Context: an optimization exercise on an open-source flow, tuned for small area and a short achievable clock period. The choices shown serve that exercise and are no tape-out recipe. At most, simulation tests tie the RTL to the original design; equivalence was not proved. Power is estimated from default activity; no workload was simulated.

== the baseline ==
==> module MY_CPU, before the edit <==
module MY_CPU (clk, nRESET, instr, pc, cc, dbg_addr, dbg_data);
	input clk;
	input nRESET;
	input [15:0] instr;
	output [15:0] pc;
	output [3:0] cc;
	input [2:0] dbg_addr;
	output [15:0] dbg_data;
	reg [14:0] pc_q;   
	reg [3:0] cc;
	assign pc = {pc_q, 1'b0};
	wire [15:0] pc_c;
	assign pc_c[0] = 1'b1;
	genvar t;
	generate for (t = 0; t < 15; t = t + 1) begin : g_pc
		assign pc_c[t + 1] = pc_c[t] & pc_q[t];
	end endgenerate
	always @(posedge clk or negedge nRESET)
		if (!nRESET) pc_q <= 15'b0;
		else pc_q <= pc_q ^ pc_c[14:0];
	wire [2:0] op = instr[14:12];
	wire i = instr[11];
	wire [2:0] rD = instr[10:8];
	wire [2:0] rA = instr[7:5];
	wire [2:0] rB = instr[4:2];
	wire [15:0] imm = {{11{instr[4]}}, instr[4:0]};
	wire valid = ~(op == 3'd7 & i);   
	reg [15:0] rf [0:7];
	reg [7:0] v;
	wire [15:0] res;
	wire [7:0] we;
	genvar k;
	generate for (k = 0; k < 8; k = k + 1) begin : g_rf
		assign we[k] = valid & (rD == k);
		always @(posedge clk)
			if (we[k]) rf[k] <= res;
	end endgenerate
	always @(posedge clk or negedge nRESET)
		if (!nRESET) v <= 8'b0;
		else v <= v | we;
	function [7:0] sel;
		input [2:0] a;
		input [7:0] vv;
		integer j;
		for (j = 0; j < 8; j = j + 1)
			sel[j] = (a == j) & vv[j];
	endfunction
	function [15:0] rd;
		input [7:0] s;
		input [127:0] d;
		integer j;
		begin
			rd = 16'b0;
			for (j = 0; j < 8; j = j + 1)
				rd = rd | ({16{s[j]}} & d[16*j +: 16]);
		end
	endfunction
	wire [127:0] rflat = {rf[7], rf[6], rf[5], rf[4], rf[3], rf[2], rf[1], rf[0]};
	wire [15:0] A = rd(sel(rA, v), rflat);
	wire [15:0] rb = rd(sel(rB, v), rflat);
	assign dbg_data = rd(sel(dbg_addr, v), rflat);
	wire [15:0] B = i ? imm : rb;
	wire sub = (op == 3'd2);
	wire [15:0] Bx = B ^ {16{sub}};
	wire [15:0] g0 = A & Bx;
	wire [15:0] p0 = A ^ Bx;
	reg [15:0] G, P;
	integer lv, b;
	always @(*) begin
		G = g0; P = p0;
		G[0] = g0[0] | (p0[0] & sub);
		for (lv = 0; lv < 4; lv = lv + 1)
			for (b = 0; b < 16; b = b + 1)
				if ((b >> lv) & 1) begin
					G[b] = G[b] | (P[b] & G[((b >> lv) << lv) - 1]);
					P[b] = P[b] & P[((b >> lv) << lv) - 1];
				end
	end
	wire [16:0] cy = {G, sub};
	wire [15:0] sum = p0 ^ cy[15:0];
	wire cout = cy[16];
	wire s_shl = (op == 3'd3);
	wire s_shr = (op == 3'd4);
	reg [15:0] sh, nx;
	integer sl;
	always @(*) begin
		sh = A;
		for (sl = 0; sl < 4; sl = sl + 1) begin
			for (b = 0; b < 16; b = b + 1)
				nx[b] = (B[sl] & s_shl & (b >= (1 << sl)) & sh[(b - (1 << sl)) & 15]) |
					(B[sl] & s_shr & (b + (1 << sl) < 16) & sh[(b + (1 << sl)) & 15]) |
					(~B[sl] & (s_shl | s_shr) & sh[b]);
			sh = nx;
		end
	end
	wire s_mov = (op == 3'd1), s_and = (op == 3'd5), s_or = (op == 3'd6), s_not = (op == 3'd7);
	wire [15:0] lg = ({16{s_mov}} & B) | ({16{s_and | s_or}} & g0) | ({16{s_or}} & p0) | ({16{s_not}} & ~B);
	wire s_add = (op == 3'd0) | (op == 3'd2);
	wire [15:0] r = ({16{s_add}} & sum) | sh | lg;
	assign res = r;
	wire [15:0] Bi = imm ^ {16{sub}};
	wire [15:0] zx = A ^ Bi;
	wire [15:0] zo = {A[14:0] | Bi[14:0], sub};
	wire Z_add = ~|(zx ^ zo);
	wire [3:0] s = instr[3:0];
	reg [15:0] m;
	integer q;
	always @(*)
		for (q = 0; q < 16; q = q + 1)
			m[q] = s_shl ? (q <= 15 - s) : (q >= s);
	wire Z_sh = ~|(A & m);
	wire Z_lg = ~|lg;
	wire N = r[15];
	wire Z = s_add ? Z_add : (s_shl | s_shr) ? Z_sh : Z_lg;
	wire C = (op == 3'd0) & cout;
	wire V = (op == 3'd3) ? (A[15] ^ sh[15]) :
		(op == 3'd0) ? ((A[15] == B[15]) & (sum[15] ^ A[15])) : 1'b0;
	always @(posedge clk or negedge nRESET)
		if (!nRESET) cc <= 4'b0;
		else if (valid & i) cc <= {N, Z, C, V};
		else cc <= 4'b0;
endmodule
==> flow/config.mk <==
export PLATFORM = sky130hd
export DESIGN_NAME = MY_CPU
export DESIGN_NICKNAME = MY_CPU
export VERILOG_FILES = /design/flow/design.v
export SDC_FILE = /design/flow/constraint.sdc
export NUM_CORES = 4
export LEC_CHECK = 0
export CAP_MARGIN = 10
export CORE_MARGIN = 2
export CORE_UTILIZATION = 40
export SETUP_SLACK_MARGIN = 2.5
export SLEW_MARGIN = 10
==> flow/constraint.sdc <==
create_clock -name core_clock -period 7.0 [get_ports {clk}]
set_input_delay 1.4000 -clock core_clock [delete_from_list [all_inputs] [get_ports {clk}]]
set_output_delay 1.4000 -clock core_clock [all_outputs]
set_load 0.01 [all_outputs]
standard.sh (not shown) runs the stock make flow with config.mk's settings and CLKGATE_MAP_FILE= SYNTH_SCRIPT=/design/flow/synth_recipe.tcl, a recipe that flattens the netlist after the stock synthesis.
==> flow/flow/run.sh <==
#!/bin/bash
# Layout flow: the standard ORFS flow with these changes:
#  - synthesis maps with flow/abc.script, the pc incrementer with flow/abc_area.script
#    (flow/my_synth.tcl swaps them into ORFS's
#    synthesis; everything else there is the standard synthesis);
#  - no full/half adder extraction in synthesis (ADDER_MAP_FILE empty);
#  - port buffers are sky130_fd_sc_hd__buf_1 instead of the resizer's default pick;
#  - clock tree from clkbuf_4/clkbuf_8 without dummy loads.
# The make output is kept in flow_make.log; ORFS's own logs stay under orfs/logs.
set -euo pipefail
here=$(pwd)
export MY_ABC_SCRIPT=$here/flow/abc.script
export MY_ABC_AREA_SCRIPT=$here/flow/abc_area.script
bash standard.sh ADDER_MAP_FILE= \
  SYNTH_SCRIPT=$here/flow/my_synth.tcl \
  "BUFFER_PORTS_ARGS=-buffer_cell sky130_fd_sc_hd__buf_1" \
  "CTS_ARGS=-sink_clustering_enable -repair_clock_nets -dont_use_dummy_load -buf_list {sky130_fd_sc_hd__clkbuf_4 sky130_fd_sc_hd__clkbuf_8}" \
  finish > flow_make.log 2>&1
==> flow/flow/abc.script <==
strash
dch
map -D 2000
topo
buffer -c
upsize -c
dnsize -c
==> flow/flow/abc_area.script <==
strash
&get -n
&st
&dch
&nf -p -R 0
&put
topo
==> flow/flow/my_synth.tcl <==
# The standard flow's synth_recipe.tcl (standard ORFS synthesis, no fsm/share, flattened, renamed)
# with one change: ABC maps with flow/abc.script, and the pc incrementer (the logic
# cone of the pc_q flip-flops, which has the whole cycle) is first mapped on its own
# with flow/abc_area.script for area.
proc synth {args} { yosys synth -nofsm -noshare {*}$args }
proc abc {args} {
  set i [lsearch -exact $args -script]
  if { $i >= 0 } {
    set a [lreplace $args [expr {$i + 1}] [expr {$i + 1}] $::env(MY_ABC_AREA_SCRIPT)]
    yosys select -set pcl c:pc_q* %ci1:+\[D\] %ci* t:sky130_fd_sc_hd__* %d
    yosys abc {*}$a @pcl
    set args [lreplace $args [expr {$i + 1}] [expr {$i + 1}] $::env(MY_ABC_SCRIPT)]
  }
  puts "my abc: $args"
  yosys abc {*}$args
}
source $::env(SCRIPTS_DIR)/synth.tcl
# left out here: clear keep_hierarchy, flatten, clean up, hide names made inside functions, write 1_2_yosys.v
diff inputs: the baseline => the candidate
-- flow/design.v --
<<< the baseline, line 58
	wire [127:0] rflat = {rf[7], rf[6], rf[5], rf[4], rf[3], rf[2], rf[1], rf[0]};
	wire [15:0] A = rd(sel(rA, v), rflat);
	wire [15:0] rb = rd(sel(rB, v), rflat);
	assign dbg_data = rd(sel(dbg_addr, v), rflat);
	wire [15:0] B = i ? imm : rb;
	wire sub = (op == 3'd2);
	wire [15:0] Bx = B ^ {16{sub}};
>>> the candidate, line 58
	wire [127:0] rflat = {rf[7], rf[6], rf[5], rf[4], rf[3], rf[2], rf[1], rf[0]};
	wire [15:0] A = rd(sel(rA, v), rflat);
	wire [15:0] rb = rd(sel(rB, v & {8{~i}}), rflat);   
	assign dbg_data = rd(sel(dbg_addr, v), rflat);
	wire [15:0] B = rb | (imm & {16{i}});
	wire sub = (op == 3'd2);
	wire [15:0] Bx = B ^ {16{sub}};
Notes after the runs:
- Sequential group share of total power: the baseline vs the candidate, no meaningful difference
- The candidate: portion of the clock cycle consumed by the worst path in the final layout lower than the baseline
- The launching element of the worst setup path comes out instr[5] in one run and dbg_addr[2] in the other, namely in the baseline and the candidate respectively.
- The candidate vs. the baseline: area added between synthesis and finish rose 1.5 points; number of instances resized during post-cts repair fell 9.1%; final area rose 0.48%; number of standard cells in the layout, taps in and fillers out fell 19; net switching share of the total power fell 0.29 points.
- From the baseline to the candidate the numbers moved as follows: length of routed met3 wiring went down; maximum frequency from static timing analysis has increased.
The RTL of the candidate was laid out without a check of its function.

-- port drivers added, routing unchanged --
In the flow no input, the clock included, has a driving cell. The finished layouts below were timed again as built, in two steps.
Step 1 assumes that a clkbuf_16 drives the clock port and a buf_2 every other input.
Step 2, shift: input delay + t, output delay - t, t = (earliest + latest rising clock arrival at the registers) / 2. This alone moves slack from input paths to output paths.
Slacks: ideal / step 1 / step 2; pairs: ideal / step 1.
| run | t, ns | setup WS [ns] | latest minus earliest clock arrival (ns) | pins driven straight from the clock port |
|---|---|---|---|---|
| the baseline | 0.499 | 2.524 / 2.519 / 2.045 | 0.036 / 0.037 | 1 |
| the candidate | 0.488 | 2.544 / 2.520 / 2.092 | 0.036 / 0.037 | 1 |
After both steps every run listed still meets setup and hold. The setup slack of the baseline, which loses most, moves by -0.005 ns with the drivers and by -0.479 ns with both steps.
